Source: an optimization exercise on an open RTL-to-GDS flow (aim: small area). Production flows keep margins and buffers that such runs may drop.
Only simulation tests tie the RTL to the original design; equivalence was not proved.
Power and IR drop assume default switching activity.

== v23 ==
// Simple_Fixed_1
module Simple_Fixed_1 (
    clock,
    reset,
    op_code,
    instr_format,
    dest_reg_addr,
    src_reg_a,
    src_reg_b,
    store_reg,
    imm_value,
    enable_reg_write,
    wb_data,
    wb_reg_addr,
    wb_enable_reg_write,
    branch_is_taken,
    delayed_rt_addr,
    delayed_enable_reg_write
);
  input clock, reset;
  input [0:10] op_code;
  input [2:0] instr_format;
  input [0:6] dest_reg_addr;
  input [0:127] src_reg_a, src_reg_b, store_reg;
  input [0:17] imm_value;
  input enable_reg_write;
  input branch_is_taken;
  output logic [0:127] wb_data;
  output logic [0:6] wb_reg_addr;
  output logic wb_enable_reg_write;
  output logic [1:0][0:6] delayed_rt_addr;
  output logic [1:0] delayed_enable_reg_write;
  wire [0:10] op = op_code;
  wire imm_form = instr_format[2];
  wire f0 = instr_format == 3'd0;
  wire f4 = instr_format == 3'd4;
  wire f5 = instr_format == 3'd5;
  wire f6 = instr_format == 3'd6;
  wire fo = instr_format == 3'd1 || instr_format == 3'd2 || instr_format == 3'd3 ||
            instr_format == 3'd7;
  wire go = !reset && !branch_is_taken;
  wire q1 = imm_form ? op[4] : op[1];
  wire q2 = imm_form ? op[5] : op[2];
  wire q3 = imm_form ? op[6] : op[3];
  wire q6 = imm_form ? op[9] : op[6];
  wire q7 = imm_form ? op[10] : op[7];
  wire z0 = f0 & ~op[0] & op[4] & ~op[5] & ~op[8];
  wire z4 = f4 & ~op[0] & ~op[1] & ~op[2] & ~op[3] & op[7] & op[8];
  wire za = (z0 & ~op[9] & ~op[10]) | z4;           
  wire ar = za & ~q1 & ~q2 & ~q6;                   
  wire cvalid = (~q6 & (~q2 | q3)) | (q6 & ~q2 & q3 & ~q7);
  wire cm = za & q1 & cvalid;                       
  wire l0 = z0 & ~op[9] & op[10] & ~op[2] & ~op[6];
  wire d_and = l0 & ~op[1] & op[3] & ~op[7];
  wire d_or = l0 & ~op[1] & ~op[3] & ~op[7];
  wire d_xor = l0 & op[1] & ~op[3] & ~op[7];
  wire d_nand = l0 & ~op[1] & op[3] & op[7];
  ...
Size: roughly 1900 cells after synthesis, about 140 flip-flops, ~580 I/O pins.
export LEC_CHECK = 0
export CAP_MARGIN = 20
export CORE_MARGIN = 2
export CORE_UTILIZATION = 55
export SLEW_MARGIN = 20
export SYNTH_HIERARCHICAL = 1
create_clock -name core_clock -period 8.0 [get_ports {clock}]
standard.sh (not shown) runs the stock make flow with config.mk's settings and CLKGATE_MAP_FILE= SYNTH_SCRIPT=/design/flow/synth_recipe.tcl, a recipe that flattens the netlist after the stock synthesis.
==> flow/flow/run.sh <==
#!/bin/bash
# Standard layout with two changes to how it is made:
#  - the port buffers are the smallest buffer cell (sky130_fd_sc_hd__buf_1) instead of the
#    cell buffer_ports picks by default;
#  - clock tree synthesis uses clkbuf_8 buffers and inserts no dummy loads.
# make's output goes to standard.log; each tool's full log is under orfs/logs/.
set -euo pipefail
export BUFFER_PORTS_ARGS="-buffer_cell sky130_fd_sc_hd__buf_1"
export CTS_ARGS="-sink_clustering_enable -repair_clock_nets -buf_list sky130_fd_sc_hd__clkbuf_8 -dont_use_dummy_load"
bash standard.sh > standard.log 2>&1
## Diff of input files: v6 against v23
- CAP_MARGIN now 10, was 20
- SLEW_MARGIN now 10, was 20
Results
Diff v23 -> v6: ratio of final minimum period to clock period has decreased; final net count has remained practically unchanged; total power has remained practically unchanged. On ratio of total power to cell area, v6 and v23 are neck and neck. Relative to v23, v6 improves post-layout minimum cycle time. Final area: v23 vs v6, no meaningful difference.
The following lists how v43 was set up differently from v6:
- swapping 10 for 5 in CAP_MARGIN
- swapping 10 for 5 in SLEW_MARGIN
==> run summary <==
v43 and v6 ended up with roughly the same detailed route wirelength on metal2. v43 vs. v6: overall power after layout closely matched the old numbers; final design utilization has remained practically unchanged.


Simple_Fixed_1, a different RTL version from the one above (not shown whole).
Size: ~2,900 cells after synthesis, ~140 flip-flops, about 0.022 mm^2 of cells after synthesis.
==> flow/design.v (excerpt) <==
module Simple_Fixed_1 (
    clock,
    reset,
    op_code,
    instr_format,
    dest_reg_addr,
    src_reg_a,
    src_reg_b,
    store_reg,
    imm_value,
    enable_reg_write,
    wb_data,
    wb_reg_addr,
    wb_enable_reg_write,
    branch_is_taken,
    delayed_rt_addr,
    delayed_enable_reg_write
);
  input clock, reset;
  input [0:10] op_code;
  input [2:0] instr_format;
  input [0:6] dest_reg_addr;
  input [0:127] src_reg_a, src_reg_b, store_reg;
  input [0:17] imm_value;
  input enable_reg_write;
  input branch_is_taken;
  output logic [0:127] wb_data;
  output logic [0:6] wb_reg_addr;
  output logic wb_enable_reg_write;
  output logic [1:0][0:6] delayed_rt_addr;
  output logic [1:0] delayed_enable_reg_write;
  wire f0 = instr_format == 3'd0;
  wire f4 = instr_format == 3'd4;
  wire f5 = instr_format == 3'd5;
  wire f6 = instr_format == 3'd6;
  wire fo = instr_format == 3'd1 || instr_format == 3'd2 || instr_format == 3'd3 ||
            instr_format == 3'd7;
  wire [10:0] o = op_code;
  wire d_cg    = f0 && o == 11'b00011000010;
  wire d_bg    = f0 && o == 11'b00001000010;
  wire d_ah    = f0 && o == 11'b00011001000;
  wire d_a     = f0 && o == 11'b00011000000;
  wire d_sfh   = f0 && o == 11'b00001001000;
  wire d_sf    = f0 && o == 11'b00001000000;
  wire d_and   = f0 && o == 11'b00011000001;
  wire d_or    = f0 && o == 11'b00001000001;
  wire d_xor   = f0 && o == 11'b01001000001;
  wire d_nand  = f0 && o == 11'b00011001001;
  ...
clock: 8.0 ns
lec_check: 0
cap_margin: 20
core_margin: 2
core_utilization: 55
slew_margin: 20
==> flow/flow/run.sh <==
#!/bin/bash
# Standard layout, except that the port buffers are the smallest buffer cell
# (sky130_fd_sc_hd__buf_1) instead of the cell buffer_ports picks by default.
set -euo pipefail
export BUFFER_PORTS_ARGS="-buffer_cell sky130_fd_sc_hd__buf_1"
bash standard.sh > standard.log 2>&1
Change:
==> flow/run.sh (new file) <==
#!/bin/bash
# synth_recipe.tcl (not shown) runs the flow's synth.tcl, then flattens the netlist and writes it again
# the make line also repeats each setting of config.mk as NAME=value (left out here)
make -C /OpenROAD-flow-scripts/flow DESIGN_CONFIG=/design/flow/config.mk WORK_HOME=/design/flow/orfs CLKGATE_MAP_FILE= SYNTH_SCRIPT=/design/flow/synth_recipe.tcl finish
- CORE_UTILIZATION: 55 -> 50
removed: flow/flow/run.sh
removed: flow/standard.sh
Outcome:
- utilization came out higher by 3.6 points
- wire length came out higher by 7.9%
- die area came out higher by 9.8%
- cell area came out higher by 17%
- worst setup slack gets worse by 350 ps
- clock power hardly moves
- sequential share of layout area came out lower by 1.6 points
- clock skew came out lower by 5.6 ps
- power came out higher by 7.3%
- critical path depth came out higher by 3


06-12:
Another version of the RTL of Simple_Fixed_1 (not shown whole).
Size: ~580 I/O pins.
==> flow/config.mk <==
export PLATFORM = sky130hd
export DESIGN_NAME = Simple_Fixed_1
export DESIGN_NICKNAME = Simple_Fixed_1
export VERILOG_FILES = /design/flow/design.v
export SDC_FILE = /design/flow/constraint.sdc
export NUM_CORES = 4
export LEC_CHECK = 0
export CAP_MARGIN = 20
export CORE_MARGIN = 2
export CORE_UTILIZATION = 55
export SLEW_MARGIN = 20
export SYNTH_HIERARCHICAL = 1
==> flow/constraint.sdc <==
create_clock -name core_clock -period 8.0 [get_ports {clock}]
set_input_delay 1.6000 -clock core_clock [delete_from_list [all_inputs] [get_ports {clock}]]
set_output_delay 1.6000 -clock core_clock [all_outputs]
set_load 0.01 [all_outputs]
==> flow/flow/run.sh <==
#!/bin/bash
# Standard layout with two changes to how it is made:
#  - the port buffers are the smallest buffer cell (sky130_fd_sc_hd__buf_1) instead of the
#    cell buffer_ports picks by default;
#  - clock tree synthesis uses clkbuf_8 buffers and inserts no dummy loads.
# make's output goes to standard.log; each tool's full log is under orfs/logs/.
set -euo pipefail
export BUFFER_PORTS_ARGS="-buffer_cell sky130_fd_sc_hd__buf_1"
export CTS_ARGS="-sink_clustering_enable -repair_clock_nets -buf_list sky130_fd_sc_hd__clkbuf_8 -dont_use_dummy_load"
bash standard.sh > standard.log 2>&1
Input-level comparison between 07-03 and 06-12:
==> flow/flow/run.sh <==
#!/bin/bash
# Standard layout, except that the port buffers are the smallest buffer cell
# (sky130_fd_sc_hd__buf_1) instead of the cell buffer_ports picks by default.
set -euo pipefail
export BUFFER_PORTS_ARGS="-buffer_cell sky130_fd_sc_hd__buf_1"
bash standard.sh > standard.log 2>&1
==> run summary <==
Summary: with 06-12 as the reference, leakage power total in 07-03 moved up slightly. Comparing 07-03 against 06-12, there is no change at all in instance area after placement. 07-03 — total power 310 uW higher, 06-12 as reference. NOTE: initial antenna violation count in 07-03 exceeds that of 06-12. Final standard cell area without fillers grows slightly when moving from 06-12 to 07-03. Diff 06-12 -> 07-03: hold path depth about even, cell count went up 0.43%. Total of fill cells in the finished design delta for 07-03 relative to 06-12: 44 lower.


Simple_Fixed_1, a different RTL version from the one above (not shown whole).
For scale: about 140 flip-flops, ~580 I/O pins, ~17,000 µm² of cells after synthesis.
export LEC_CHECK = 0
export CAP_MARGIN = 20
export CORE_MARGIN = 2
export CORE_UTILIZATION = 55
export SLEW_MARGIN = 20
export SYNTH_HIERARCHICAL = 1
create_clock -name core_clock -period 8.0 [get_ports {clock}]
==> flow/flow/run.sh <==
#!/bin/bash
# Standard layout, except that the port buffers are the smallest buffer cell
# (sky130_fd_sc_hd__buf_1) instead of the cell buffer_ports picks by default.
set -euo pipefail
export BUFFER_PORTS_ARGS="-buffer_cell sky130_fd_sc_hd__buf_1"
bash standard.sh > standard.log 2>&1
Next try:
==> flow/flow/run.sh (replaced) <==
#!/bin/bash
# Standard layout with three changes to how it is made:
#  - the port buffers are the smallest buffer cell (sky130_fd_sc_hd__buf_1) instead of the
#    cell buffer_ports picks by default;
#  - clock tree synthesis uses clkbuf_8 buffers and inserts no dummy loads;
#  - floorplan removes synthesis buffers instead of sizing for timing before placement
#    (REMOVE_ABC_BUFFERS); timing is repaired after placement and clock tree synthesis.
# make's output goes to standard.log; each tool's full log is under orfs/logs/.
set -euo pipefail
export BUFFER_PORTS_ARGS="-buffer_cell sky130_fd_sc_hd__buf_1"
export CTS_ARGS="-sink_clustering_enable -repair_clock_nets -buf_list sky130_fd_sc_hd__clkbuf_8 -dont_use_dummy_load"
export REMOVE_ABC_BUFFERS=1
bash standard.sh > standard.log 2>&1
After rerunning:
- The changed run completed with no timing, DRC or antenna violations
- setup slack loses 0.22 ns
- cell area fell by about 1.3%
- synthesized cell count does not change
- register-to-register slack gains 0.08 ns
- combinational power rose by about 3%
- sequential power is about the same
- critical path depth does not change
- wire length rose by 1.3%

==> port drivers added, routing unchanged <==
How much do the figures lean on ideal ports? The routed layouts below were timed once more, with nothing changed but the port constraints.
Step 1 sets driving cells, clkbuf_16 on the clock port and buf_2 on the other inputs (assumed; they add their load-dependent delay and slew).
Step 2 also shifts input and output timing later by t, the mid clock arrival at the registers, as if the neighbouring blocks saw the same clock.
a / b / c = ideal ports / drivers / drivers and shift; a / b = the first two.
| run | t, ns | setup slack, ns | worst hold slack (ns) | latest minus earliest clock arrival (ns) | slew at the worst register clock pin (ns) |
|---|---|---|---|---|---|
| v23 | 0.537 | 0.180 / 0.208 / -0.329 | 0.484 / 0.484 / 0.484 | 0.038 / 0.038 | 0.10 / 0.10 |
| v6 | 0.530 | 0.260 / 0.285 / -0.245 | 0.485 / 0.485 / 0.485 | 0.036 / 0.035 | 0.10 / 0.10 |
| v43 | 0.532 | 0.206 / 0.232 / -0.300 | 0.483 / 0.483 / 0.483 | 0.034 / 0.033 | 0.10 / 0.10 |
| the first run of note 2 | 0.575 | 0.711 / 0.704 / 0.129 | 0.488 / 0.488 / 0.488 | 0.013 / 0.013 | 0.08 / 0.08 |
| the second run of note 2 | 0.579 | 0.364 / 0.376 / -0.204 | 0.493 / 0.493 / 0.493 | 0.018 / 0.017 | 0.08 / 0.08 |
| 06-12 | 0.548 | 0.439 / 0.462 / -0.086 | 0.482 / 0.482 / 0.482 | 0.033 / 0.033 | 0.10 / 0.10 |
| 07-03 | 0.509 | 0.410 / 0.433 / -0.076 | 0.479 / 0.479 / 0.479 | 0.024 / 0.024 | 0.08 / 0.08 |
| the first run of note 4 | 0.499 | 0.397 / 0.361 / -0.138 | 0.482 / 0.482 / 0.482 | 0.015 / 0.016 | 0.07 / 0.07 |
| the second run of note 4 | 0.538 | 0.173 / 0.195 / -0.342 | 0.508 / 0.508 / 0.508 | 0.033 / 0.033 | 0.10 / 0.10 |
With both steps, setup timing fails in 8 of these runs, where it was met with ideal ports. For the first run of note 2, which loses most, drivers alone change the setup slack by -0.007 ns; drivers and shift together by -0.582 ns.
